This design comes from an exercise in tuning for small area on the open sky130 flow, not from production work. In this exercise RTL edits were held to simulation tests only and were not proved equivalent to the original. Power figures rest on the tool's default switching activity, not on a simulated workload.

## design/flow/design.v

```verilog
module WcaCicInterp
(
	input  wire        clock,
	input  wire        reset,
	input  wire        strobe_cic,
	input  wire        strobe_if,
	input  wire [3:0]  log2_rate,
	input  wire [15:0] data_in,
	output reg  [11:0] data_out
);
	reg [15:0] ncomb1;
	reg [16:0] pipe1, ncomb2;
	reg [17:0] pipe2, ncomb3;
	reg [18:0] pipe3;
	wire [16:0] d1;
	wire [17:0] d2;
	wire [18:0] d3;
	WcaAddInc #(17, 9) sub1 (.a({1'b0, data_in}), .b({1'b1, ncomb1}), .ci(1'b1), .s(d1));
	WcaAddInc #(18, 10) sub2 (.a({pipe1[16], pipe1}), .b({ncomb2[16], ncomb2}), .ci(1'b1), .s(d2));
	WcaAddInc #(19, 10) sub3 (.a({pipe2[17], pipe2}), .b({ncomb3[17], ncomb3}), .ci(1'b1), .s(d3));
	always @(posedge clock)
		if (reset) begin
			ncomb1 <= ~16'd0; pipe1 <= 0; ncomb2 <= ~17'd0; pipe2 <= 0; ncomb3 <= ~18'd0; pipe3 <= 0;
		end else if (strobe_cic) begin
			ncomb1 <= ~data_in;
			pipe1  <= d1;
			ncomb2 <= ~pipe1;
			pipe2  <= d2;
			ncomb3 <= ~pipe2;
			pipe3  <= d3;
		end
	reg [12:0] i1_0, i2_0, i3_0;
	reg [12:0] i1_1, i2_1, i3_1;
	reg [13:0] i1_2, i2_2, i3_2;
	reg        k1_0, k2_0, k3_0, k1_1, k2_1, k3_1;
	reg [5:0]  p3d1;
	reg        p3d2;
	wire [12:0] s1_0, s2_0, s3_0, s1_1, s2_1, s3_1;
	wire [13:0] s1_2, s2_2, s3_2;
	wire        c1_0, c2_0, c3_0, c1_1, c2_1, c3_1;
	WcaRipple #(13) a1_0 (.a(i1_0), .b(pipe3[12:0]), .ci(1'b0), .s(s1_0), .co(c1_0));
	WcaRipple #(13) a2_0 (.a(i2_0), .b(i1_0), .ci(1'b0), .s(s2_0), .co(c2_0));
	WcaRipple #(13) a3_0 (.a(i3_0), .b(i2_0), .ci(1'b0), .s(s3_0), .co(c3_0));
	WcaRipple #(13) a1_1 (.a(i1_1), .b({{7{p3d1[5]}}, p3d1}), .ci(k1_0), .s(s1_1), .co(c1_1));
	WcaRipple #(13) a2_1 (.a(i2_1), .b(i1_1), .ci(k2_0), .s(s2_1), .co(c2_1));
	WcaRipple #(13) a3_1 (.a(i3_1), .b(i2_1), .ci(k3_0), .s(s3_1), .co(c3_1));
	WcaRipple #(14) a1_2 (.a(i1_2), .b({14{p3d2}}), .ci(k1_1), .s(s1_2), .co());
	WcaRipple #(14) a2_2 (.a(i2_2), .b(i1_2), .ci(k2_1), .s(s2_2), .co());
	WcaRipple #(14) a3_2 (.a(i3_2), .b(i2_2), .ci(k3_1), .s(s3_2), .co());
	always @(posedge clock)
		if (reset) begin
			i1_0 <= 0; i2_0 <= 0; i3_0 <= 0;
			i1_1 <= 0; i2_1 <= 0; i3_1 <= 0;
			i1_2 <= 0; i2_2 <= 0; i3_2 <= 0;
			k1_0 <= 0; k2_0 <= 0; k3_0 <= 0; k1_1 <= 0; k2_1 <= 0; k3_1 <= 0;
			p3d1 <= 0; p3d2 <= 0;
		end else if (strobe_if) begin
			i1_0 <= s1_0; i2_0 <= s2_0; i3_0 <= s3_0;
			i1_1 <= s1_1; i2_1 <= s2_1; i3_1 <= s3_1;
			i1_2 <= s1_2; i2_2 <= s2_2; i3_2 <= s3_2;
			k1_0 <= c1_0; k2_0 <= c2_0; k3_0 <= c3_0; k1_1 <= c1_1; k2_1 <= c2_1; k3_1 <= c3_1;
			p3d1 <= pipe3[18:13];
			p3d2 <= p3d1[5];
		end
	wire [39:0] lo = {14'd0, s3_1, i3_0};
	reg  [11:0] part;
	always @(*)
		case (log2_rate)
			4'h1: part = lo[18:7];
			4'h2: part = lo[21:10];
			4'h3: part = lo[24:13];
			4'h4: part = lo[27:16];
			4'h5: part = lo[30:19];
			4'h6: part = lo[33:22];
			4'h7: part = lo[36:25];
			4'h8: part = lo[39:28];
			default: part = lo[15:4];
		endcase
	reg [11:0] data_store;
	reg [3:0]  rate_d;
	reg        pend;
	wire [39:0] hi = {s3_2, 26'd0};
	reg  [11:0] hsel;
	reg  [11:0] hmask;
	always @(*)
		case (rate_d)
			4'h1: begin hsel = hi[18:7];  hmask = 12'h000; end
			4'h2: begin hsel = hi[21:10]; hmask = 12'h000; end
			4'h3: begin hsel = hi[24:13]; hmask = 12'h000; end
			4'h4: begin hsel = hi[27:16]; hmask = 12'hc00; end
			4'h5: begin hsel = hi[30:19]; hmask = 12'hf80; end
			4'h6: begin hsel = hi[33:22]; hmask = 12'hff0; end
			4'h7: begin hsel = hi[36:25]; hmask = 12'hffe; end
			4'h8: begin hsel = hi[39:28]; hmask = 12'hfff; end
			default: begin hsel = hi[15:4]; hmask = 12'h000; end
		endcase
	wire [11:0] done = pend ? ((data_store & ~hmask) | (hsel & hmask)) : data_store;
	always @(posedge clock) begin
		pend <= strobe_if & ~reset;
		if (strobe_if & ~reset) begin
			data_store <= part;
			rate_d     <= log2_rate;
		end else if (pend)
			data_store <= done;
	end
	assign data_out = done;
endmodule
module WcaRipple #(parameter W = 8)
(
	input  wire [W-1:0] a,
	input  wire [W-1:0] b,
	input  wire         ci,
	output wire [W-1:0] s,
	output wire         co
);
	wire [W:0] c;
	assign c[0] = ci;
	genvar k;
	generate for (k = 0; k < W; k = k + 1) begin : gb
		assign s[k]   = a[k] ^ b[k] ^ c[k];
		assign c[k+1] = (a[k] & b[k]) | (a[k] & c[k]) | (b[k] & c[k]);
	end endgenerate
	assign co = c[W];
endmodule
module WcaIncSeg #(parameter W = 8)
(
	input  wire [W-1:0] a,
	input  wire [W-1:0] b,
	input  wire         ci,
	output wire [W-1:0] s,
	output wire         co
);
	wire [W-1:0] s0;
	wire         c0;
	WcaRipple #(W) r (.a(a), .b(b), .ci(1'b0), .s(s0), .co(c0));
	wire [W:0] p;
	assign p[0] = 1'b1;
	genvar k;
	generate for (k = 0; k < W; k = k + 1) begin : gb
		assign s[k]   = s0[k] ^ (ci & p[k]);
		assign p[k+1] = p[k] & s0[k];
	end endgenerate
	assign co = c0 | (ci & p[W]);
endmodule
module WcaAddInc #(parameter W = 16, parameter L = 8)
(
	input  wire [W-1:0] a,
	input  wire [W-1:0] b,
	input  wire         ci,
	output wire [W-1:0] s
);
	wire c1;
	WcaRipple #(L)     g0 (.a(a[L-1:0]), .b(b[L-1:0]), .ci(ci), .s(s[L-1:0]), .co(c1));
	WcaIncSeg #(W - L) g1 (.a(a[W-1:L]), .b(b[W-1:L]), .ci(c1), .s(s[W-1:L]), .co());
endmodule
module WcaAdd40
(
	input  wire [39:0] a,
	input  wire [39:0] b,
	output wire [39:0] s
);
	wire c1, c2;
	WcaRipple #(12) g0 (.a(a[11:0]),  .b(b[11:0]),  .ci(1'b0), .s(s[11:0]),  .co(c1));
	WcaIncSeg #(14) g1 (.a(a[25:12]), .b(b[25:12]), .ci(c1),   .s(s[25:12]), .co(c2));
	WcaIncSeg #(14) g2 (.a(a[39:26]), .b(b[39:26]), .ci(c2),   .s(s[39:26]), .co());
endmodule
module WcaCordic12
(
	input  wire        clock,
	input  wire        reset,
	input  wire        strobe,
	input  wire [11:0] X0,
	input  wire [11:0] Y0,
	input  wire [10:0] A0,
	output wire [11:0] XN,
	output wire [11:0] YN,
	output wire        zero
);
	reg [11:0] x1, x2, x3, x4, x5, x6, x7, x8, x9, x10, x11, x12;
	reg [11:0] y1, y2, y3, y4, y5, y6, y7, y8, y9, y10, y11, y12;
	reg [9:0] a1;
	reg [9:0] a2;
	reg [8:0] a3;
	reg [7:0] a4;
	reg [6:0] a5;
	reg [5:0] a6;
	reg [4:0] a7;
	reg [3:0] a8;
	reg [2:0] a9;
	reg [1:0] a10;
	reg       a11;
	wire d0 = A0[10], d1 = a1[9], d2 = a2[9], d3 = a3[8], d4 = a4[7], d5 = a5[6];
	wire d6 = a6[5], d7 = a7[4], d8 = a8[3], d9 = a9[2], d10 = a10[1], d11 = a11;
	wire [11:0] nx1, ny1;
	WcaRipple #(12) ax1 (.a(X0), .b(Y0 ^ {12{~d0}}), .ci(~d0), .s(nx1), .co());
	WcaRipple #(12) ay1 (.a(Y0), .b(X0 ^ {12{d0}}), .ci(d0), .s(ny1), .co());
	wire [11:0] nx2, ny2;
	WcaRipple #(12) ax2 (.a(x1), .b({{1{y1[11]}}, y1[11:1]} ^ {12{~d1}}), .ci(~d1), .s(nx2), .co());
	WcaRipple #(12) ay2 (.a(y1), .b({{1{x1[11]}}, x1[11:1]} ^ {12{d1}}), .ci(d1), .s(ny2), .co());
	wire [11:0] nx3, ny3;
	WcaRipple #(12) ax3 (.a(x2), .b({{2{y2[11]}}, y2[11:2]} ^ {12{~d2}}), .ci(~d2), .s(nx3), .co());
	WcaRipple #(12) ay3 (.a(y2), .b({{2{x2[11]}}, x2[11:2]} ^ {12{d2}}), .ci(d2), .s(ny3), .co());
	wire [11:0] nx4, ny4;
	WcaRipple #(12) ax4 (.a(x3), .b({{3{y3[11]}}, y3[11:3]} ^ {12{~d3}}), .ci(~d3), .s(nx4), .co());
	WcaRipple #(12) ay4 (.a(y3), .b({{3{x3[11]}}, x3[11:3]} ^ {12{d3}}), .ci(d3), .s(ny4), .co());
	wire [11:0] nx5, ny5;
	WcaRipple #(12) ax5 (.a(x4), .b({{4{y4[11]}}, y4[11:4]} ^ {12{~d4}}), .ci(~d4), .s(nx5), .co());
	WcaRipple #(12) ay5 (.a(y4), .b({{4{x4[11]}}, x4[11:4]} ^ {12{d4}}), .ci(d4), .s(ny5), .co());
	wire [11:0] nx6, ny6;
	WcaRipple #(12) ax6 (.a(x5), .b({{5{y5[11]}}, y5[11:5]} ^ {12{~d5}}), .ci(~d5), .s(nx6), .co());
	WcaRipple #(12) ay6 (.a(y5), .b({{5{x5[11]}}, x5[11:5]} ^ {12{d5}}), .ci(d5), .s(ny6), .co());
	wire [11:0] nx7, ny7;
	WcaRipple #(12) ax7 (.a(x6), .b({{6{y6[11]}}, y6[11:6]} ^ {12{~d6}}), .ci(~d6), .s(nx7), .co());
	WcaRipple #(12) ay7 (.a(y6), .b({{6{x6[11]}}, x6[11:6]} ^ {12{d6}}), .ci(d6), .s(ny7), .co());
	wire [11:0] nx8, ny8;
	WcaRipple #(12) ax8 (.a(x7), .b({{7{y7[11]}}, y7[11:7]} ^ {12{~d7}}), .ci(~d7), .s(nx8), .co());
	WcaRipple #(12) ay8 (.a(y7), .b({{7{x7[11]}}, x7[11:7]} ^ {12{d7}}), .ci(d7), .s(ny8), .co());
	wire [11:0] nx9, ny9;
	WcaRipple #(12) ax9 (.a(x8), .b({{8{y8[11]}}, y8[11:8]} ^ {12{~d8}}), .ci(~d8), .s(nx9), .co());
	WcaRipple #(12) ay9 (.a(y8), .b({{8{x8[11]}}, x8[11:8]} ^ {12{d8}}), .ci(d8), .s(ny9), .co());
	wire [11:0] nx10, ny10;
	WcaRipple #(12) ax10 (.a(x9), .b({{9{y9[11]}}, y9[11:9]} ^ {12{~d9}}), .ci(~d9), .s(nx10), .co());
	WcaRipple #(12) ay10 (.a(y9), .b({{9{x9[11]}}, x9[11:9]} ^ {12{d9}}), .ci(d9), .s(ny10), .co());
	wire [11:0] nx11, ny11;
	WcaRipple #(12) ax11 (.a(x10), .b({{10{y10[11]}}, y10[11:10]} ^ {12{~d10}}), .ci(~d10), .s(nx11), .co());
	WcaRipple #(12) ay11 (.a(y10), .b({{10{x10[11]}}, x10[11:10]} ^ {12{d10}}), .ci(d10), .s(ny11), .co());
	wire [11:0] nx12, ny12;
	WcaRipple #(12) ax12 (.a(x11), .b({{11{y11[11]}}, y11[11:11]} ^ {12{~d11}}), .ci(~d11), .s(nx12), .co());
	WcaRipple #(12) ay12 (.a(y11), .b({{11{x11[11]}}, x11[11:11]} ^ {12{d11}}), .ci(d11), .s(ny12), .co());
	always @(posedge clock)
		if (strobe) begin
			x1 <= nx1; y1 <= ny1;
			x2 <= nx2; y2 <= ny2;
			x3 <= nx3; y3 <= ny3;
			x4 <= nx4; y4 <= ny4;
			x5 <= nx5; y5 <= ny5;
			x6 <= nx6; y6 <= ny6;
			x7 <= nx7; y7 <= ny7;
			x8 <= nx8; y8 <= ny8;
			x9 <= nx9; y9 <= ny9;
			x10 <= nx10; y10 <= ny10;
			x11 <= nx11; y11 <= ny11;
			x12 <= nx12; y12 <= ny12;
			a1  <= d0  ? A0[9:0] + 10'h200 : A0[9:0] - 10'h200;
			a2  <= d1  ? a1 + 10'h12e : a1 - 10'h12e;
			a3  <= d2  ? a2[8:0] + 9'h0a0 : a2[8:0] - 9'h0a0;
			a4  <= d3  ? a3[7:0] + 8'h51 : a3[7:0] - 8'h51;
			a5  <= d4  ? a4[6:0] + 7'h29 : a4[6:0] - 7'h29;
			a6  <= d5  ? a5[5:0] + 6'h14 : a5[5:0] - 6'h14;
			a7  <= d6  ? a6[4:0] + 5'h0a : a6[4:0] - 5'h0a;
			a8  <= d7  ? a7[3:0] + 4'h5 : a7[3:0] - 4'h5;
			a9  <= d8  ? a8[2:0] + 3'h3 : a8[2:0] - 3'h3;
			a10 <= d9  ? a9[1:0] + 2'h1 : a9[1:0] - 2'h1;
			a11 <= d10 ? a10[0] ^ 1'b1 : a10[0] ^ 1'b1;
		end
	reg [3:0] cnt;
	always @(posedge clock)
		if (reset)
			cnt <= 4'd0;
		else if (strobe && cnt != 4'd12)
			cnt <= cnt + 4'd1;
	assign zero = (cnt != 4'd12);
	assign XN = x12;
	assign YN = y12;
endmodule
module WcaUpConverter
(
	input              clock,
	input              reset,
	input              enable,
	input  wire [7:0]  cfg,
	input  wire        strobe_cic,
	input  wire [31:0] phase_cordic,
	input  wire [3:0]  log2_rate,
	input  wire        strobe_if,
	input  wire [31:0] iq_bb_in,
	output reg  [23:0] iq_if_out
);
	wire aclr     = cfg[1];
	wire rst_cic  = reset | aclr | ~enable;
	wire rst_cor  = reset | aclr;
	wire [11:0] icic_out, qcic_out;
	WcaCicInterp cic_i (.clock(clock), .reset(rst_cic), .strobe_cic(strobe_cic), .strobe_if(strobe_if),
		.log2_rate(log2_rate), .data_in(iq_bb_in[15:0]), .data_out(icic_out));
	WcaCicInterp cic_q (.clock(clock), .reset(rst_cic), .strobe_cic(strobe_cic), .strobe_if(strobe_if),
		.log2_rate(log2_rate), .data_in(iq_bb_in[31:16]), .data_out(qcic_out));
	reg [11:0] icic_latch, qcic_latch;
	always @(posedge clock)
		if (strobe_if) begin
			icic_latch <= icic_out;
			qcic_latch <= qcic_out;
		end
	wire [11:0] icor_in = cfg[3] ? iq_bb_in[15:4]  : icic_latch;
	wire [11:0] qcor_in = cfg[3] ? iq_bb_in[31:20] : qcic_latch;
	reg [11:0] X0, Y0;
	reg [10:0] A0;
	always @(posedge clock)
		if (strobe_if) begin
			case (phase_cordic[31:30])
				2'b01:   begin X0 <= -qcor_in; Y0 <= icor_in;  end
				2'b10:   begin X0 <= qcor_in;  Y0 <= -icor_in; end
				default: begin X0 <= icor_in;  Y0 <= qcor_in;  end
			endcase
			A0 <= {phase_cordic[31], phase_cordic[29:20]};
		end
	wire [11:0] xn, yn;
	wire        zero;
	WcaCordic12 cordic (.clock(clock), .reset(rst_cor), .strobe(strobe_if),
		.X0(X0), .Y0(Y0), .A0(A0), .XN(xn), .YN(yn), .zero(zero));
	always @(posedge clock)
		if (strobe_if)
			iq_if_out <= cfg[2] ? {qcor_in, icor_in} : (zero ? 24'd0 : {yn, xn});
endmodule
```

## design/flow/flow/run.sh

```bash
#!/bin/bash
# Layout flow: the standard layout (standard.sh), with one change to
# synthesis: yosys 'synth' runs with -noabc, so its generic ABC pass does not
# restructure the explicitly written ripple-carry adders before extract_fa
# maps them to full-adder cells (that pass leaves them with an inverter on an
# input and on the sum of most bits). Registers, their names and cell types
# are the same as in the standard synthesis. Each tool's output is logged
# here (make.log) and by ORFS under orfs/logs/.
set -euo pipefail
here=$(pwd)
std_first='proc synth {args} { yosys synth -nofsm -noshare {*}$args }'
if [[ "$(head -1 synth_recipe.tcl)" != "$std_first" ]]; then
  echo "unexpected first line in synth_recipe.tcl" >&2
  exit 1
fi
{ echo 'proc synth {args} { yosys synth -nofsm -noshare -noabc {*}$args }'; tail -n +2 synth_recipe.tcl; } > "$here/synth_recipe_noabc.tcl"
sed "s#SYNTH_SCRIPT=[^ ]*#SYNTH_SCRIPT=$here/synth_recipe_noabc.tcl#" standard.sh > "$here/standard_noabc.sh"
grep -q "SYNTH_SCRIPT=$here/synth_recipe_noabc.tcl" "$here/standard_noabc.sh"
bash "$here/standard_noabc.sh" > "$here/make.log" 2>&1
```

## design/flow/standard.sh

```bash
#!/bin/bash
# synth_recipe.tcl (not shown) runs the flow's synth.tcl, then flattens the netlist and writes it again
# the make line also repeats each setting of config.mk as NAME=value (left out here)
make -C /OpenROAD-flow-scripts/flow DESIGN_CONFIG=/design/flow/config.mk WORK_HOME=/design/flow/orfs CLKGATE_MAP_FILE= SYNTH_SCRIPT=/design/flow/synth_recipe.tcl "${@:-finish}"
```

## design/flow/config.mk

```make
export PLATFORM = sky130hd
export DESIGN_NAME = WcaUpConverter
export DESIGN_NICKNAME = WcaUpConverter
export VERILOG_FILES = /design/flow/design.v
export SDC_FILE = /design/flow/constraint.sdc
export NUM_CORES = 4
export LEC_CHECK = 0
export CAP_MARGIN = 20
export CORE_MARGIN = 2
export CORE_UTILIZATION = 60
export SLEW_MARGIN = 20
```

## design/flow/constraint.sdc

```tcl
create_clock -name core_clock -period 8.0 [get_ports {clock}]
set_input_delay 1.6000 -clock core_clock [delete_from_list [all_inputs] [get_ports {clock}]]
set_output_delay 1.6000 -clock core_clock [all_outputs]
set_load 0.01 [all_outputs]
```

==> results of run 1 <==
synth_stat cells (6+ instances only):
| cell | number | area share (%) |
|---|---|---|
| a221o_1 | 6 | 0.12 |
| a21oi_1 | 49 | 0.49 |
| o21a_1 | 8 | 0.12 |
| a22o_1 | 11 | 0.19 |
| a221oi_1 | 17 | 0.30 |
| o221ai_1 | 10 | 0.17 |
| dfxtp_1 | 481 | 19 |
| a32oi_1 | 8 | 0.14 |
| edfxtp_1 | 464 | 28 |
| fa_1 | 590 | 23 |
| o2bb2ai_1 | 7 | 0.12 |
| nand2_1 | 282 | 2.1 |
| buf_1 | 27 | 0.20 |
| inv_1 | 134 | 1.0 |
| nor2b_1 | 17 | 0.21 |
| clkbuf_1 | 130 | 0.97 |
| nor3_1 | 19 | 0.19 |
| o22ai_1 | 18 | 0.22 |
| ha_1 | 80 | 2.0 |
| and2_1 | 7 | 0.087 |
| nand3_1 | 24 | 0.24 |
| and3_1 | 9 | 0.11 |
| a211oi_1 | 34 | 0.51 |
| a22oi_1 | 43 | 0.64 |
| o21ai_0 | 178 | 1.8 |
| o21ai_1 | 7 | 0.069 |
| a21o_1 | 10 | 0.15 |
| nand2b_1 | 11 | 0.14 |
| buf_2 | 35 | 0.35 |
| mux2i_1 | 348 | 6.9 |
| xnor2_1 | 138 | 2.4 |
| xor2_1 | 133 | 2.3 |
| nor2_1 | 424 | 3.2 |
| mux2_2 | 39 | 0.87 |
placed cells by master, fill, tap and decap left out, drive strengths merged, types with 30 or more instances in the layout:
cell type	Yosys	final
fa	590	590
a22oi	43	43
inv	134	137
xor2	133	133
clkbuf	130	142
o21ai	185	185
nand2	282	282
dfxtp	481	481
clkdlybuf4s50	0	76
clkinv	1	30
nor2	424	424
xnor2	138	138
edfxtp	464	464
mux2	41	41
ha	80	80
mux2i	348	348
a21oi	49	49
buf	65	37
a211oi	34	34
sequential cells by signal (all words and copies together) (netlist names), 16 cells and up:
name,count
cic_i.ncomb1,16
cic_i.ncomb2,17
cic_i.ncomb3,18
cic_i.pipe1,17
cic_i.pipe2,18
cic_i.pipe3,19
cic_q.ncomb1,16
cic_q.ncomb2,17
cic_q.ncomb3,18
cic_q.pipe1,17
cic_q.pipe2,18
cic_q.pipe3,19
iq_if_out,24
cell type report:
type / count / area, sq um
fillers: 6043 / 28020
multi-input cells: 2614 / 25570
flip-flops and latches: 945 / 23560
clock buffers: 142 / 2848
well taps: 1080 / 1351
repair buffers: 113 / 1105
inverters: 135 / 506.7
clock inverters: 44 / 460.4
worst max-delay path, cell delays in order (launching register included):
cell and delay [ps]:
dfxtp_1 330, fa_1 440, fa_1 430, fa_1 440, fa_1 430, fa_1 530, fa_1 470, fa_1 430
fa_1 420, fa_1 450, fa_1 440, fa_1 430, fa_1 430, fa_1 610, a22oi_1 230, nor2_1 60
a2111oi_0 520, o21ba_2 240
logic make-up after synthesis:
logic type,share of synthesized area [%]
DFF,46.74
muxes,7.885
AOI/OAI and AO/OA,5.761
adders and majority gates,25.42
xor gates and xnor gates,4.708
and+or+nand+nor,6.900
buffers and inverters,2.589
worst max path at each step:
stage                                    end  cells after the start
6_report       cic_i.data_store[3]$_DFFE_PP_                     17
4_1_cts        cic_i.data_store[3]$_DFFE_PP_                     17
5_1_grt        cic_i.data_store[3]$_DFFE_PP_                     17
3_3_place_gp   cic_i.data_store[3]$_DFFE_PP_                     17
3_5_place_dp   cic_i.data_store[3]$_DFFE_PP_                     17
2_1_floorplan  cic_q.data_store[3]$_DFFE_PP_                     18
through the flow:
stage	hold WS [ps]	utilization, %
detailed placement	404.5	62.44
finish	398.7	66.41
global route	410.9	66.41
global placement	400.7	62.43
CTS	398.4	66.41
floorplan	400.3	-
power groups by stage:
| stage | sequential [mW] | clock (mW) | combinational [mW] |
|---|---|---|---|
| after floorplan | 7.82 | 0 | 4.23 |
| after global placement | 7.99 | 0 | 5.70 |
| after detailed placement | 8.04 | 0 | 6.11 |
| after CTS | 7.94 | 4.73 | 6.15 |
| after global routing | 8.04 | 4.92 | 7.04 |
| final | 7.90 | 4.63 | 6.01 |
layer usage:
layer,track usage [%],share of wire (%)
met1,35.58,45
met3,5.091,6.5
met2,37.25,46
met5,0,0
met4,6.682,2.5
==> flow_metrics.env, run 1 <==
export IMPL_grt_max_degree=187
export IMPL_cp_required_ps=8410
export IMPL_status="timing/DRC/antenna clean"
export IMPL_synthesis_nets=4640
export IMPL_grt_use_total_pct=24.33
export IMPL_cts_sinks=945
export IMPL_synthFlopType="dfxtp_1"
export IMPL_r2r_start="cic_i.i3_1[0]$_SDFFE_PP0P_"
export IMPL_drive_above_1_share_pct=6.311
export IMPL_ys_seq_elements=945
export IMPL_grt_pass1_vias=29567
export IMPL_setup_viol=0
export IMPL_core_area_sq_um=83420
export IMPL_cp_start_kind="flip-flop"
export IMPL_slew_headroom_pct=17.35
export IMPL_vias=28416
export IMPL_io_pins=105
export IMPL_r2r_slack_ps=430
export IMPL_rr_endpoint="cic_i.data_store[3]$_DFFE_PP_"
export IMPL_crit_path_max_fanout=5
export IMPL_placed_cell_area_sq_um=52090
export IMPL_worst_setup_path_end_kind="flip-flop"
export IMPL_power_switching_share_pct=31.60
export IMPL_syn_area_per_cell_sq_um=12.96
export IMPL_p_total_mw=18.54
export IMPL_yosys_warnings=4
export IMPL_cts_buffer_depth=3
export IMPL_post_dp_hpwl_mm=73.66
export IMPL_drtPass1Iterations=5
export IMPL_wl_per_cell_microns=19.90
export IMPL_setup_tns_ps=0
export IMPL_power_frac_seq_pct=42.6
export IMPL_place_congestion=0.8838
export IMPL_cts_tree="yes"
export IMPL_p_sw_mw=5.857
export IMPL_synth_edf_count=464
export IMPL_clkPwrFrac_pct=25.0
export IMPL_synth_cell_type_count=74
export IMPL_maxCapViolations=0
export IMPL_htreeDepth=3
export IMPL_grt_antenna_before_repair=3
export IMPL_finClkSkew_ps=29.26
export IMPL_stdcell_count=5073
export IMPL_rows=106
export IMPL_worst_endpoint_arrival_ps=7980
export IMPL_cts_clk_slew_worst_paths_ps=60
export IMPL_netlist_instances=3889
export IMPL_max_freq_ghz=0.1321
export IMPL_final_area_sq_um=55400
export IMPL_antenna_left=0
export IMPL_ctsResizeCount=0
export IMPL_critPathKind="reg2reg"
export IMPL_final_nets=4660
export IMPL_cts_setup_buffers=0
export IMPL_io_buffer_count=79
export IMPL_die_area_sq_um=86350
export IMPL_drt_wl_total_mm=101.0
export IMPL_dpl_cell_count=4887
export IMPL_leakagePower_nw=21.68
export IMPL_r2r_cells=17
export IMPL_period_needed_ps=7567
export IMPL_die_x_microns=293.9
export IMPL_internal_power_mw=12.68
export IMPL_antenna_cells=0
export IMPL_cts_hold_buf=0
export IMPL_grt_pass1_wl_mm=163.2
export IMPL_crit_path_start="cic_i.i3_1[0]$_SDFFE_PP0P_"
export IMPL_root_buffer="clkbuf_16"
export IMPL_drc_errors=0
export IMPL_clock_latency_ps=680
export IMPL_grt_overflow=0
export IMPL_slew_viol_final=0
export IMPL_rsz0062_at_grt="no"
export IMPL_worstMarginPinSlew_ps=1240
export IMPL_power_density_nw_per_um2=334.6
export IMPL_period_share_pct=94.59
export IMPL_die_h_microns=293.9
export IMPL_yosysSeqAreaShare_pct=46.74
export IMPL_syn_area_sq_um=50410
export IMPL_setup_ws_ps=432.7
export IMPL_dp_slack_ps=427.0
export IMPL_finalHoldViolCount=0
export IMPL_worstHoldPathType="reg2reg"
export IMPL_async_flop_share_pct=0
export IMPL_cts_buffers=100
export IMPL_start_util_pct=60.43
export IMPL_syn_to_final_growth_pct=9.901
export IMPL_viasPerCell=5.601
export IMPL_worstHoldPathCells=0
export IMPL_power_frac_comb_pct=32.4
export IMPL_holdPathEnd="cordic.a6[1]$_DFFE_PP_"
export IMPL_hold_path_startpoint="cordic.a5[1]$_DFFE_PP_"
export IMPL_irDropWorstVdd_mv=0.2298
export IMPL_drt_iter0_markers=1971
==> run 2, diff against run 1 <==
--- a/design/flow/config.mk
+++ b/design/flow/config.mk
@@ -8,4 +8,5 @@
 export CAP_MARGIN = 20
 export CORE_MARGIN = 2
 export CORE_UTILIZATION = 60
+export CTS_BUF_LIST = sky130_fd_sc_hd__clkbuf_4 sky130_fd_sc_hd__clkbuf_8
 export SLEW_MARGIN = 20
==> flow_metrics.env, run 2 <==
export IMPL_synth_compound_area_share_pct=5.761
export IMPL_finalHoldViolCount=0
export IMPL_core_area_sq_um=83420
export IMPL_cts_hold_buf=0
export IMPL_grt_pass1_wl_mm=163.8
export IMPL_status="timing/DRC/antenna clean"
export IMPL_grt_max_degree=187
export IMPL_ys_top_cells_by_count="fa_1 (590), dfxtp_1 (481), edfxtp_1 (464)"
export IMPL_crit_path_max_fanout=5
export IMPL_cp_start_kind="flip-flop"
export IMPL_cts_clk_slew_worst_paths_ps=60
export IMPL_synth_edf_count=464
export IMPL_drc_errors=0
export IMPL_period_needed_ps=7599
export IMPL_cts_buffer_depth=3
export IMPL_drive_above_1_share_pct=9.071
export IMPL_hold_slack_ps=409.6
export IMPL_syn_area_sq_um=50410
export IMPL_synth_fa_ha_area_share_pct=25.42
export IMPL_worst_setup_path_end_kind="flip-flop"
export IMPL_rows=106
export IMPL_cts_tree="yes"
export IMPL_leakagePower_nw=21.82
export IMPL_drt_iter0_markers=1771
export IMPL_setup_viol=0
export IMPL_die_x_microns=293.9
export IMPL_drtPass1Iterations=5
export IMPL_vias=28542
export IMPL_largest_reg_flops=24
export IMPL_wl_per_cell_microns=19.54
export IMPL_drt_wl_total_mm=101.0
export IMPL_mostFrequentLayoutCell="fa_1"
export IMPL_worstHoldPathType="reg2reg"
export IMPL_syn_area_per_cell_sq_um=12.96
export IMPL_num_fill_cells=6100
export IMPL_yosysMostFrequentCell="fa_1"
export IMPL_maxCapViolations=0
export IMPL_synthesis_nets=4640
export IMPL_rsz0062_at_grt="no"
export IMPL_ys_seq_elements=945
export IMPL_synthFlopType="dfxtp_1"
export IMPL_htreeDepth=4
export IMPL_start_util_pct=60.43
export IMPL_syn_to_final_growth_pct=9.856
export IMPL_cts_setup_buffers=0
export IMPL_antenna_left=0
export IMPL_period_share_pct=94.98
export IMPL_power_density_nw_per_um2=329.9
export IMPL_worstMarginPinSlew_ps=1270
export IMPL_yosysSeqAreaShare_pct=46.74
export IMPL_reg_top3="iq_if_out: 24 flops, cic_i.pipe3: 19 flops, cic_q.pipe3: 19 flops"
export IMPL_muxShareOfSynthArea_pct=7.885
export IMPL_irDropWorstVdd_mv=0.2153
export IMPL_cts_buffers=162
export IMPL_synth_top_area_share_pct=27.64
export IMPL_async_flop_share_pct=0
export IMPL_yosys_warnings=4
export IMPL_root_buffer="clkbuf_8"
export IMPL_grt_overflow=0
export IMPL_max_freq_ghz=0.1316
export IMPL_die_area_sq_um=86350
export IMPL_slew_headroom_pct=15.33
export IMPL_slew_viol_final=0
export IMPL_grt_use_total_pct=24.52
export IMPL_ctsResizeCount=0
export IMPL_clock_latency_ps=850
export IMPL_viasPerCell=5.520
export IMPL_yosys_area_share_simple_pct=6.900
export IMPL_post_dp_hpwl_mm=73.66
export IMPL_dpl_cell_count=4887
export IMPL_largest_register="iq_if_out"
export IMPL_layout_common_cells="fa_1 (590), dfxtp_1 (481), edfxtp_1 (464), nor2_1 (424), mux2i_1 (346)"
export IMPL_worst_endpoint_arrival_ps=8170
export IMPL_setup_tns_ps=0
export IMPL_io_pins=105
export IMPL_critPathKind="reg2reg"
export IMPL_die_h_microns=293.9
export IMPL_synth_cell_type_count=74
export IMPL_synth_top_family_by_area="adder cells"
export IMPL_cp_required_ps=8570
export IMPL_synth_xor_area_share_pct=4.708
export IMPL_grt_antenna_before_repair=4
export IMPL_final_nets=4722
export IMPL_place_congestion=0.8838
export IMPL_cts_sinks=945
export IMPL_netlist_instances=3889
export IMPL_synthTopCellsByArea="edfxtp_1 (28%), fa_1 (23%), dfxtp_1 (19%)"
export IMPL_finClkSkew_ps=40.54
export IMPL_p_total_mw=18.27
export IMPL_synth_top_area_cell="edfxtp_1"
export IMPL_stdcell_count=5171
export IMPL_fin_util_pct=66.38
export IMPL_io_buffer_count=79
export IMPL_grt_pass1_vias=30129
-- run 2: cell counts after synthesis --
Identical to the previous run, type by type.
-- run 2: worst max-delay path, stage by stage, from the launching register on --
cell and delay [ps]:
dfxtp_1 330, fa_1 440, fa_1 430, fa_1 440, fa_1 430, fa_1 520, fa_1 470, fa_1 430
fa_1 420, fa_1 440, fa_1 430, fa_1 430, fa_1 440, fa_1 620, a22oi_1 220, nor2_1 60
a2111oi_0 540, o21ba_2 240
-- run 2: area by class of cell --
cell class              instances  area, sq um  share of cell area (%)
repair buffers                113         1105                   1.995
multi-input cells            2614        25570                   46.17
well taps                    1080         1351                   2.440
clock inverters                29        225.2                  0.4067
clock buffers                 254         3058                   5.522
inverters                     135        506.7                  0.9150
diodes                          1        2.502                0.004519
flip-flops and latches        945        23560                   42.55
-- run 2: where the power goes --
part / switching (mW) / internal [mW]
clock: 1.91 / 2.48
combinational: 3.22 / 2.76
sequential: 0.695 / 7.21
total: 5.82 / 12.4
-- run 2: worst paths after layout --
check	start	end	slack (ps)	depth (start not counted)
setup / recovery	cic_i.i3_1[0]$_SDFFE_PP0P_	cic_i.data_store[3]$_DFFE_PP_	400	17
hold / removal	A0[2]$_DFFE_PP_	cordic.a1[2]$_DFFE_PP_	410	0
setup reg to reg	cic_i.i3_1[0]$_SDFFE_PP0P_	cic_i.data_store[3]$_DFFE_PP_	400	17
hold reg to reg	A0[2]$_DFFE_PP_	cordic.a1[2]$_DFFE_PP_	410	0
-- run 2: through the flow --
stage	worst slack, ps	area, sq um
final	401.5	55380
after global routing	99.02	55380
after CTS	367.1	55370
after detailed placement	427.0	52090
after global placement	552.5	52080
after floorplan	1015	50410
-- run 2: logic make-up (layout without fill, tap and decap cells) --
logic type,Yosys count,count (layout)
other,0,1
and+or+nand+nor,834,834
AOI/OAI and AO/OA,449,449
DFF,945,945
xor gates and xnor gates,271,271
buffers and inverters,330,531
muxes,390,390
adders and majority gates,670,670
-- run 2: routing by layer --
layer / wire [microns] / global-route usage (%) / vias to the layer above
met2: 45810 / 36.84 / 714
met3: 6831 / 6.208 / 156
met5: 0 / 0 / -
met1: 45830 / 35.06 / 14225
met4: 2554 / 8.425 / 0
li1: - / - / 13447
==> run 3, diff against run 2 <==
--- a/design/flow/config.mk
+++ b/design/flow/config.mk
@@ -8,5 +8,6 @@
 export CAP_MARGIN = 20
 export CORE_MARGIN = 2
 export CORE_UTILIZATION = 60
-export CTS_BUF_LIST = sky130_fd_sc_hd__clkbuf_4 sky130_fd_sc_hd__clkbuf_8
+export CTS_CLUSTER_DIAMETER = 150
+export CTS_CLUSTER_SIZE = 30
 export SLEW_MARGIN = 20
==> flow_metrics.env, run 3 <==
export IMPL_period_share_pct=95.25
export IMPL_grt_antenna_before_repair=4
export IMPL_grt_max_degree=187
export IMPL_crit_chain="fa_1 > fa_1 > fa_1 > fa_1 > fa_1 > fa_1 > fa_1 > fa_1 > fa_1 > fa_1 > fa_1 > fa_1 > fa_1 > a22oi_1 > nor2_1 > a2111oi_0 > o21ba_2"
export IMPL_die_x_microns=293.9
export IMPL_num_fill_cells=6279
export IMPL_place_congestion=0.8838
export IMPL_io_buffer_count=79
export IMPL_worst_endpoint_arrival_ps=8010
export IMPL_final_nets=4597
export IMPL_yosys_warnings=4
export IMPL_status="timing/DRC/antenna clean"
export IMPL_cp_start_kind="flip-flop"
export IMPL_leakagePower_nw=20.57
export IMPL_cp_slowest_stage_delay_ps=610
export IMPL_syn_area_per_cell_sq_um=12.96
export IMPL_cts_hold_buf=0
export IMPL_crit_path_frequent_cell="fa_1"
export IMPL_die_h_microns=293.9
export IMPL_max_freq_ghz=0.1312
export IMPL_synth_top_area_share_pct=27.64
export IMPL_finClkSkew_ps=29.50
export IMPL_synthTopCellsByArea="edfxtp_1 (28%), fa_1 (23%), dfxtp_1 (19%)"
export IMPL_largest_register="iq_if_out"
export IMPL_finalHoldViolCount=0
export IMPL_rows=106
export IMPL_worst_setup_path_end_kind="flip-flop"
export IMPL_synth_top_area_cell="edfxtp_1"
export IMPL_dpl_cell_count=4887
export IMPL_reg_top3="iq_if_out: 24 flops, cic_i.pipe3: 19 flops, cic_q.pipe3: 19 flops"
export IMPL_synthesis_nets=4640
export IMPL_mostFrequentLayoutCell="fa_1"
export IMPL_grt_overflow=0
export IMPL_final_area_sq_um=53140
export IMPL_ctsResizeCount=0
export IMPL_setup_viol=0
export IMPL_worstMarginPinSlew_ps=1228
export IMPL_clock_latency_ps=610
export IMPL_p_sw_mw=5.376
export IMPL_grt_pass1_vias=28825
export IMPL_cts_setup_buffers=0
export IMPL_crit_path_max_fanout=5
export IMPL_rsz0062_at_grt="no"
export IMPL_async_flop_share_pct=0
export IMPL_cts_buffers=37
export IMPL_cts_clk_slew_worst_paths_ps=120
export IMPL_ys_top_cells_by_count="fa_1 (590), dfxtp_1 (481), edfxtp_1 (464)"
export IMPL_clkPwrFrac_pct=14.6
export IMPL_syn_area_sq_um=50410
export IMPL_critPathKind="reg2reg"
export IMPL_drt_iter0_markers=1873
export IMPL_netlist_instances=3889
export IMPL_grt_pass1_wl_mm=160.4
export IMPL_post_dp_hpwl_mm=73.66
export IMPL_htreeDepth=2
export IMPL_synthFlopType="dfxtp_1"
export IMPL_slowest_stage="fa_1"
export IMPL_setup_tns_ps=0
export IMPL_drt_wl_total_mm=98.52
export IMPL_period_needed_ps=7620
export IMPL_grt_use_total_pct=23.65
export IMPL_hold_slack_ps=428.8
export IMPL_largest_reg_flops=24
export IMPL_antenna_cells=0
export IMPL_placed_cell_area_sq_um=52090
export IMPL_synth_cell_type_count=74
export IMPL_worstHoldPathType="reg2reg"
export IMPL_synth_edf_count=464
export IMPL_fin_util_pct=63.70
export IMPL_internal_power_mw=10.86
export IMPL_yosysMostFrequentCell="fa_1"
export IMPL_maxCapViolations=0
export IMPL_viasPerCell=5.648
export IMPL_slew_viol_final=0
export IMPL_layout_common_cells="fa_1 (590), dfxtp_1 (481), edfxtp_1 (464), nor2_1 (424), mux2i_1 (346)"
export IMPL_ys_seq_elements=945
export IMPL_cts_sinks=945
export IMPL_wl_per_cell_microns=19.93
export IMPL_start_util_pct=60.43
export IMPL_drtPass1Iterations=6
export IMPL_cp_required_ps=8390
export IMPL_power_frac_comb_pct=36.9
export IMPL_power_frac_seq_pct=48.6
export IMPL_core_area_sq_um=83420
export IMPL_slew_headroom_pct=18.14
export IMPL_root_buffer="clkbuf_16"
export IMPL_drc_errors=0
export IMPL_yosysSeqAreaShare_pct=46.74
export IMPL_syn_to_final_growth_pct=5.416
export IMPL_cts_buffer_depth=3
export IMPL_vias=27923
export IMPL_irDropWorstVdd_mv=0.2068
export IMPL_cts_tree="yes"
export IMPL_antenna_left=0
export IMPL_die_area_sq_um=86350
export IMPL_io_pins=105
export IMPL_power_switching_share_pct=33.12
export IMPL_drive_above_1_share_pct=3.623
export IMPL_stdcell_count=4944
export IMPL_power_density_nw_per_um2=305.4
run 3: cell counts after synthesis:
Identical to the previous run, type by type.
run 3: cell families after synthesis:
| logic type | after synthesis | share of synthesized area, % |
|---|---|---|
| DFF | 945 | 46.74 |
| and+or+nand+nor | 834 | 6.900 |
| adders and majority gates | 670 | 25.42 |
| AOI/OAI and AO/OA | 449 | 5.761 |
| muxes | 390 | 7.885 |
| buffers and inverters | 330 | 2.589 |
| xor gates and xnor gates | 271 | 4.708 |
run 3: layout make-up:
class	instances	area, sq um	area share (%)
multi-input cells	2614	25570	48.11
flip-flops and latches	945	23560	44.34
well taps	1080	1351	2.543
repair buffers	113	1105	2.079
clock buffers	55	1015	1.909
inverters	135	506.7	0.9536
clock inverters	2	32.53	0.06122
run 3: through the flow:
step	setup WS, ps	total power, mW
after floorplan	1015	12.05
after global placement	552.5	13.69
after detailed placement	427.0	14.15
after CTS	405.9	16.50
after global routing	126.1	17.66
final	379.8	16.23
run 3: critical path: cells and delay by family (launching register included):
| family | cells | cell delay, ps |
|---|---|---|
| AO/OA/AOI/OAI | 3 | 1080 |
| adder cells (fa/ha/maj) | 13 | 5930 |
| flip-flops | 1 | 350 |
| AND/OR/NAND/NOR | 1 | 60 |
run 3: path summary, 6_finish.rpt:
| check | from | cells after the start | slack (ps) | endpoint |
|---|---|---|---|---|
| max reg2reg | cic_i.i3_1[0]$_SDFFE_PP0P_ | 17 | 380 | cic_i.data_store[3]$_DFFE_PP_ |
| min reg2reg | A0[2]$_DFFE_PP_ | 0 | 430 | cordic.a1[2]$_DFFE_PP_ |
| max | cic_i.i3_1[0]$_SDFFE_PP0P_ | 17 | 380 | cic_i.data_store[3]$_DFFE_PP_ |
| min | A0[2]$_DFFE_PP_ | 0 | 430 | cordic.a1[2]$_DFFE_PP_ |
run 3: power by group through the flow:
stage | registers, mW | logic [mW] | clock network (mW)
3_5_place_dp | 8.04 | 6.11 | 0
5_1_grt | 8.03 | 7.02 | 2.61
4_1_cts | 7.92 | 6.12 | 2.45
2_1_floorplan | 7.82 | 4.23 | 0
6_report | 7.88 | 5.98 | 2.37
3_3_place_gp | 7.99 | 5.70 | 0
run 3: layer usage:
metal  GRT usage, %  routed length [microns]
met4          4.355                     1683
met2          36.59                    45060
met3          3.225                     5500
met5              0                        0
met1          36.36                    46280
==> run 4, diff against run 3 <==
--- a/design/flow/flow/run.sh
+++ b/design/flow/flow/run.sh
@@ -4,7 +4,10 @@
 # restructure the explicitly written ripple-carry adders before extract_fa
 # maps them to full-adder cells (that pass leaves them with an inverter on an
 # input and on the sum of most bits). Registers, their names and cell types
-# are the same as in the standard synthesis. Each tool's output is logged
+# are the same as in the standard synthesis. Every input and output port is
+# still buffered, with the smallest buffer (buf_1) instead of the cell
+# buffer_ports picks by default (clkdlybuf4s50_1, 2.7x the area); the
+# resizer still upsizes or adds buffers where timing, slew or fanout need it. Each tool's output is logged
 # here (make.log) and by ORFS under orfs/logs/.
 set -euo pipefail
 here=$(pwd)
@@ -16,4 +19,4 @@
 { echo 'proc synth {args} { yosys synth -nofsm -noshare -noabc {*}$args }'; tail -n +2 synth_recipe.tcl; } > "$here/synth_recipe_noabc.tcl"
 sed "s#SYNTH_SCRIPT=[^ ]*#SYNTH_SCRIPT=$here/synth_recipe_noabc.tcl#" standard.sh > "$here/standard_noabc.sh"
 grep -q "SYNTH_SCRIPT=$here/synth_recipe_noabc.tcl" "$here/standard_noabc.sh"
-bash "$here/standard_noabc.sh" > "$here/make.log" 2>&1
+BUFFER_PORTS_ARGS="-buffer_cell sky130_fd_sc_hd__buf_1" bash "$here/standard_noabc.sh" > "$here/make.log" 2>&1
--- a/design/flow/config.mk
+++ b/design/flow/config.mk
@@ -7,7 +7,7 @@
 export LEC_CHECK = 0
 export CAP_MARGIN = 20
 export CORE_MARGIN = 2
-export CORE_UTILIZATION = 60
-export CTS_CLUSTER_DIAMETER = 150
-export CTS_CLUSTER_SIZE = 30
+export CORE_UTILIZATION = 70
+export CTS_CLUSTER_DIAMETER = 120
+export CTS_CLUSTER_SIZE = 24
 export SLEW_MARGIN = 20
==> flow_metrics.env, run 4 <==
export IMPL_yosys_warnings=4
export IMPL_power_frac_seq_pct=47.3
export IMPL_period_needed_ps=7482
export IMPL_largest_register="iq_if_out"
export IMPL_maxCapViolations=0
export IMPL_layout_common_cells="fa_1 (590), dfxtp_1 (481), edfxtp_1 (464), nor2_1 (424), mux2i_1 (348)"
export IMPL_core_area_sq_um=71360
export IMPL_drt_iter0_markers=2503
export IMPL_clock_latency_ps=640
export IMPL_syn_area_per_cell_sq_um=12.96
export IMPL_setup_ws_ps=518.4
export IMPL_status="timing/DRC/antenna clean"
export IMPL_grt_pass1_wl_mm=159.7
export IMPL_synthesis_nets=4640
export IMPL_netlist_instances=3889
export IMPL_cts_buffers=45
export IMPL_worstMarginPinSlew_ps=1176
export IMPL_p_sw_mw=5.609
export IMPL_slew_headroom_pct=21.60
export IMPL_mostFrequentLayoutCell="fa_1"
export IMPL_rows=98
export IMPL_drc_errors=0
export IMPL_grt_use_total_pct=27.54
export IMPL_ys_top_cells_by_count="fa_1 (590), dfxtp_1 (481), edfxtp_1 (464)"
export IMPL_final_nets=4610
export IMPL_syn_to_final_growth_pct=4.694
export IMPL_hold_slack_ps=425.2
export IMPL_grt_overflow=0
export IMPL_rsz0062_at_grt="no"
export IMPL_power_density_nw_per_um2=316.2
export IMPL_slew_viol_final=0
export IMPL_worst_endpoint_arrival_ps=7870
export IMPL_num_fill_cells=4552
export IMPL_io_pins=105
export IMPL_grt_pass1_vias=29440
export IMPL_drtPass1Iterations=6
export IMPL_finClkSkew_ps=34.11
export IMPL_dpl_cell_count=4759
export IMPL_grt_max_degree=213
export IMPL_synthFlopType="dfxtp_1"
export IMPL_power_frac_comb_pct=37.4
export IMPL_synth_top_area_cell="edfxtp_1"
export IMPL_setup_tns_ps=0
export IMPL_drive_above_1_share_pct=3.993
export IMPL_setup_viol=0
export IMPL_root_buffer="clkbuf_16"
export IMPL_worstHoldPathType="reg2reg"
export IMPL_internal_power_mw=11.08
export IMPL_start_util_pct=70.64
export IMPL_leakagePower_nw=20.51
export IMPL_grt_antenna_before_repair=4
export IMPL_async_flop_share_pct=0
export IMPL_max_freq_ghz=0.1337
export IMPL_vias=28277
export IMPL_worst_setup_path_end_kind="flip-flop"
export IMPL_irDropWorstVdd_mv=0.2982
export IMPL_cp_required_ps=8390
export IMPL_power_switching_share_pct=33.61
export IMPL_cts_sinks=945
export IMPL_synth_top_area_share_pct=27.64
export IMPL_die_x_microns=272.4
export IMPL_syn_area_sq_um=50410
export IMPL_wl_per_cell_microns=20.40
export IMPL_drt_wl_total_mm=98.62
export IMPL_clkPwrFrac_pct=15.3
export IMPL_critPathKind="reg2reg"
export IMPL_stdcell_count=4833
export IMPL_post_dp_hpwl_mm=72.53
export IMPL_cp_start_kind="flip-flop"
export IMPL_yosysSeqAreaShare_pct=46.74
export IMPL_crit_path_max_fanout=5
export IMPL_regArea_sq_um=23560
export IMPL_die_area_sq_um=74180
export IMPL_place_congestion=0.8647
export IMPL_finalHoldViolCount=0
export IMPL_cts_buffer_depth=3
export IMPL_period_share_pct=93.52
export IMPL_cts_clk_slew_worst_paths_ps=100
export IMPL_viasPerCell=5.851
export IMPL_antenna_left=0
export IMPL_cts_hold_buf=0
export IMPL_io_buffer_count=79
export IMPL_yosysMostFrequentCell="fa_1"
export IMPL_largest_reg_flops=24
export IMPL_cts_setup_buffers=0
export IMPL_die_h_microns=272.4
export IMPL_ys_seq_elements=945
export IMPL_htreeDepth=2
export IMPL_ctsResizeCount=0
export IMPL_multiInputGateArea_sq_um=25570
export IMPL_reg_top3="iq_if_out: 24 flops, cic_i.pipe3: 19 flops, cic_q.pipe3: 19 flops"
export IMPL_synth_edf_count=464
export IMPL_synthTopCellsByArea="edfxtp_1 (28%), fa_1 (23%), dfxtp_1 (19%)"
export IMPL_dp_slack_ps=500.5
export IMPL_cts_tree="yes"
export IMPL_synth_cell_type_count=74
## run 4: cell counts after synthesis
No cell type changed its count.
## run 4: metal layers
metal  global-route usage (%)  wire length [microns]  part of all wire (%)  vias up
li1                         -                      -                     -    13133
met1                    40.18                  42890                    43    14316
met2                    43.68                  46860                    48      703
met3                    5.131                   6633                   6.7      121
met4                    6.478                   2210                   2.2        4
met5                        0                     22                 0.022        -
## run 4: path summary, 6_finish.rpt
check	start	end	slack [ps]	cells after the start
min reg2reg	cordic.a2[3]$_DFFE_PP_	cordic.a3[3]$_DFFE_PP_	430	0
max	cic_i.i3_1[0]$_SDFFE_PP0P_	cic_i.data_store[3]$_DFFE_PP_	520	17
max reg2reg	cic_i.i3_1[0]$_SDFFE_PP0P_	cic_i.data_store[3]$_DFFE_PP_	520	17
min	cordic.a2[3]$_DFFE_PP_	cordic.a3[3]$_DFFE_PP_	430	0
## run 4: cells by family after synthesis
logic type | after synthesis | synth area share, %
compound gates | 449 | 5.761
simple gates | 834 | 6.900
mux | 390 | 7.885
fa+ha+maj | 670 | 25.42
flops | 945 | 46.74
buf+inv | 330 | 2.589
xor+xnor | 271 | 4.708
## run 4: area by class of cell
| type | instances | share of cell area [%] |
|---|---|---|
| clock inverter | 4 | 0.1019 |
| sequential | 945 | 44.65 |
| clock buffer | 66 | 2.283 |
| antenna | 1 | 0.004741 |
| multi-input combinational | 2614 | 48.45 |
| tap | 950 | 2.252 |
| timing repair buffer | 118 | 1.306 |
| inverter | 135 | 0.9601 |
## run 4: critical path, cell delays in order, from the launching register on
cell	delay (ps)
dfxtp_1	340
fa_1	440
fa_1	440
fa_1	420
fa_1	440
fa_1	490
fa_1	440
fa_1	430
fa_1	440
fa_1	430
fa_1	420
fa_1	440
fa_1	430
fa_1	600
a22oi_1	220
nor2_1	50
a2111oi_0	510
o21ba_2	230
## run 4: through the flow
| stage | power, mW | instance area [sq um] | util [%] |
|---|---|---|---|
| 2_1_floorplan | 12.05 | 50410 | - |
| 3_3_place_gp | 13.58 | 51450 | 72.09 |
| 3_5_place_dp | 14.22 | 51450 | 72.09 |
| 4_1_cts | 16.87 | 52710 | 73.86 |
| 5_1_grt | 18.02 | 52770 | 73.95 |
| 6_report | 16.69 | 52780 | 73.96 |
## run 4: power groups by stage
stage / registers (mW) / clock network (mW) / logic (mW)
after floorplan: 7.82 / 0 / 4.23
after global placement: 7.98 / 0 / 5.60
after detailed placement: 8.03 / 0 / 6.19
after CTS: 7.93 / 2.62 / 6.32
after global routing: 8.03 / 2.77 / 7.22
final: 7.89 / 2.56 / 6.23
==> run 5, diff against run 4 <==
--- a/design/flow/config.mk
+++ b/design/flow/config.mk
@@ -7,7 +7,7 @@
 export LEC_CHECK = 0
 export CAP_MARGIN = 20
 export CORE_MARGIN = 2
-export CORE_UTILIZATION = 70
+export CORE_UTILIZATION = 60
 export CTS_CLUSTER_DIAMETER = 120
-export CTS_CLUSTER_SIZE = 24
+export CTS_CLUSTER_SIZE = 22
 export SLEW_MARGIN = 20
==> flow_metrics.env, run 5 <==
export IMPL_status="timing/DRC/antenna clean"
export IMPL_cts_hold_buf=0
export IMPL_drtPass1Iterations=5
export IMPL_post_dp_hpwl_mm=73.37
export IMPL_die_h_microns=293.9
export IMPL_cts_buffer_depth=3
export IMPL_grt_pass1_vias=28685
export IMPL_final_nets=4614
export IMPL_syn_area_per_cell_sq_um=12.96
export IMPL_root_buffer="clkbuf_16"
export IMPL_largest_reg_flops=24
export IMPL_worstHoldPathType="reg2reg"
export IMPL_synthesis_nets=4640
export IMPL_grt_pass1_wl_mm=160.8
export IMPL_worstMarginPinSlew_ps=1299
export IMPL_grt_max_degree=211
export IMPL_core_area_sq_um=83420
export IMPL_setup_ws_ps=670.5
export IMPL_place_congestion=0.8559
export IMPL_maxCapViolations=0
export IMPL_synthFlopType="dfxtp_1"
export IMPL_clock_latency_ps=630
export IMPL_slew_viol_final=0
export IMPL_mostFrequentLayoutCell="fa_1"
export IMPL_drive_above_1_share_pct=4.090
export IMPL_htreeDepth=2
export IMPL_grt_use_total_pct=23.73
export IMPL_die_x_microns=293.9
export IMPL_netlist_instances=3889
export IMPL_synthTopCellsByArea="edfxtp_1 (28%), fa_1 (23%), dfxtp_1 (19%)"
export IMPL_syn_area_sq_um=50410
export IMPL_grt_overflow=0
export IMPL_ys_seq_elements=945
export IMPL_reg_top3="iq_if_out: 24 flops, cic_i.pipe3: 19 flops, cic_q.pipe3: 19 flops"
export IMPL_finClkSkew_ps=21.97
export IMPL_period_needed_ps=7330
export IMPL_antenna_left=0
export IMPL_ctsResizeCount=0
export IMPL_drt_iter0_markers=1973
export IMPL_drt_wl_total_mm=99.36
export IMPL_syn_to_final_growth_pct=5.183
export IMPL_cts_sinks=945
export IMPL_setup_viol=0
export IMPL_finalHoldViolCount=0
export IMPL_viasPerCell=5.651
export IMPL_num_fill_cells=6273
export IMPL_period_share_pct=91.62
export IMPL_irDropWorstVdd_mv=0.2335
export IMPL_die_area_sq_um=86350
export IMPL_cts_clk_slew_worst_paths_ps=100
export IMPL_worst_setup_path_end_kind="flip-flop"
export IMPL_slew_headroom_pct=13.42
export IMPL_rows=106
export IMPL_worstHoldPathCells=0
export IMPL_io_pins=105
export IMPL_dp_slack_ps=629.9
export IMPL_drc_errors=0
export IMPL_cp_start_kind="flip-flop"
export IMPL_synth_cell_type_count=74
export IMPL_crit_path_max_fanout=5
export IMPL_wl_per_cell_microns=19.98
export IMPL_grt_antenna_before_repair=11
export IMPL_layout_common_cells="fa_1 (590), dfxtp_1 (481), edfxtp_1 (464), nor2_1 (424), mux2i_1 (347)"
export IMPL_ys_top_cells_by_count="fa_1 (590), dfxtp_1 (481), edfxtp_1 (464)"
export IMPL_rsz0062_at_grt="no"
export IMPL_yosysSeqAreaShare_pct=46.74
export IMPL_cts_buffers=49
export IMPL_io_buffer_count=79
export IMPL_max_freq_ghz=0.1364
export IMPL_critPathKind="reg2reg"
export IMPL_synth_edf_count=464
export IMPL_cts_setup_buffers=0
export IMPL_setup_tns_ps=0
export IMPL_vias=28099
export IMPL_r2r_cells=18
export IMPL_power_density_nw_per_um2=312.5
export IMPL_yosysMostFrequentCell="fa_1"
export IMPL_cts_tree="yes"
export IMPL_worst_endpoint_arrival_ps=7700
export IMPL_yosys_warnings=4
export IMPL_synth_top_area_cell="edfxtp_1"
export IMPL_cp_required_ps=8370
export IMPL_largest_register="iq_if_out"
export IMPL_synth_top_area_share_pct=27.64
export IMPL_async_flop_share_pct=0
export IMPL_start_util_pct=60.43
export IMPL_leakagePower_nw=20.54
==> run 5: metrics by stage <==
stage / instances / instance area, sq um / total power, mW / utilization [%] / hold WS (ps)
6_report: 4972 / 53020 / 16.57 / 63.56 / 425.6
5_1_grt: 4969 / 53020 / 17.99 / 63.55 / 429.7
4_1_cts: 4968 / 53010 / 16.82 / 63.54 / 426.4
3_5_place_dp: 4892 / 51650 / 14.14 / 61.92 / 404.5
3_3_place_gp: 4892 / 51650 / 13.67 / 61.91 / 400.5
2_1_floorplan: 3889 / 50410 / 12.05 / - / 400.3
==> run 5: worst max-delay path, cell delays in order, from the launching register on <==
cell       delay, ps
dfxtp_1          330
fa_1             440
fa_1             420
fa_1             430
fa_1             430
fa_1             420
fa_1             430
fa_1             430
fa_1             430
fa_1             420
fa_1             440
fa_1             430
fa_1             430
fa_1             570
mux2_2           300
and3_1           170
a221oi_1         230
o2bb2ai_1        220
a21oi_1          110
==> run 5: cell families (layout without fill, tap and decap cells) <==
kind of cell / Yosys count / after routing / synth area share (%)
AOI/OAI and AO/OA: 449 / 449 / 5.761
xor gates and xnor gates: 271 / 271 / 4.708
adders and majority gates: 670 / 670 / 25.42
buffers and inverters: 330 / 329 / 2.589
DFF: 945 / 945 / 46.74
muxes: 390 / 390 / 7.885
other: 0 / 4 / 0
and+or+nand+nor: 834 / 834 / 6.900
==> run 5: layout make-up <==
type / count / area (sq um) / share of cell area, %
multi-input combinational: 2614 / 25560 / 48.20
sequential: 945 / 23560 / 44.44
tap: 1080 / 1351 / 2.548
clock buffer: 72 / 1313 / 2.475
timing repair buffer: 118 / 675.6 / 1.274
inverter: 135 / 506.7 / 0.9557
clock inverter: 4 / 45.04 / 0.08495
antenna: 4 / 10.01 / 0.01888
==> run 5: worst paths after layout <==
kind / startpoint / end / slack [ps]
worst max-delay path: cic_q.i3_1[0]$_SDFFE_PP0P_ / cic_q.data_store[3]$_DFFE_PP_ / 670
worst min-delay path: A0[3]$_DFFE_PP_ / cordic.a1[3]$_DFFE_PP_ / 430
worst max register to register: cic_q.i3_1[0]$_SDFFE_PP0P_ / cic_q.data_store[3]$_DFFE_PP_ / 670
worst min register to register: A0[3]$_DFFE_PP_ / cordic.a1[3]$_DFFE_PP_ / 430
==> run 5: per-layer routing <==
layer | wire length [microns] | track usage, % | vias up
li1 | - | - | 13152
met1 | 46670 | 36.26 | 14264
met2 | 45960 | 37.30 | 574
met3 | 5159 | 2.825 | 105
met4 | 1544 | 4.256 | 4
met5 | 27 | 0 | -
==> run 5: power breakdown <==
group          switching, mW  leakage [nW]  internal, mW  total [mW]
Sequential             0.704          8.42          7.19        7.89
Combinational           3.24          11.5          2.75        5.98
Clock                   1.54         0.653          1.15        2.69

-- separate check: timing with driven ports --
How much do the figures lean on ideal ports? The routed layouts below were timed once more, with nothing changed but the port constraints.
Step 1, drivers: a clkbuf_16 drives clock and a buf_2 each remaining input, both assumed.
Step 2 times the ports against the registers' clock, not the clock port: input delays grow and output delays shrink by t, the midpoint of the rising clock arrivals with the driver on.
Three values: ideal ports, drivers, drivers and shift; two values: the first two.
| run | t, ns | setup WS [ns] | worst slew at a driven data input, ns |
|---|---|---|---|
| run 1 | 0.724 | 0.433 / 0.433 / 0.433 | 0.11 |
| run 2 | 0.885 | 0.401 / 0.401 / 0.401 | 0.12 |
| run 3 | 0.668 | 0.380 / 0.380 / 0.380 | 0.13 |
| run 4 | 0.689 | 0.518 / 0.518 / 0.518 | 0.12 |
| run 5 | 0.680 | 0.670 / 0.670 / 0.670 | 0.14 |
After both steps setup and hold are still met in every run listed.
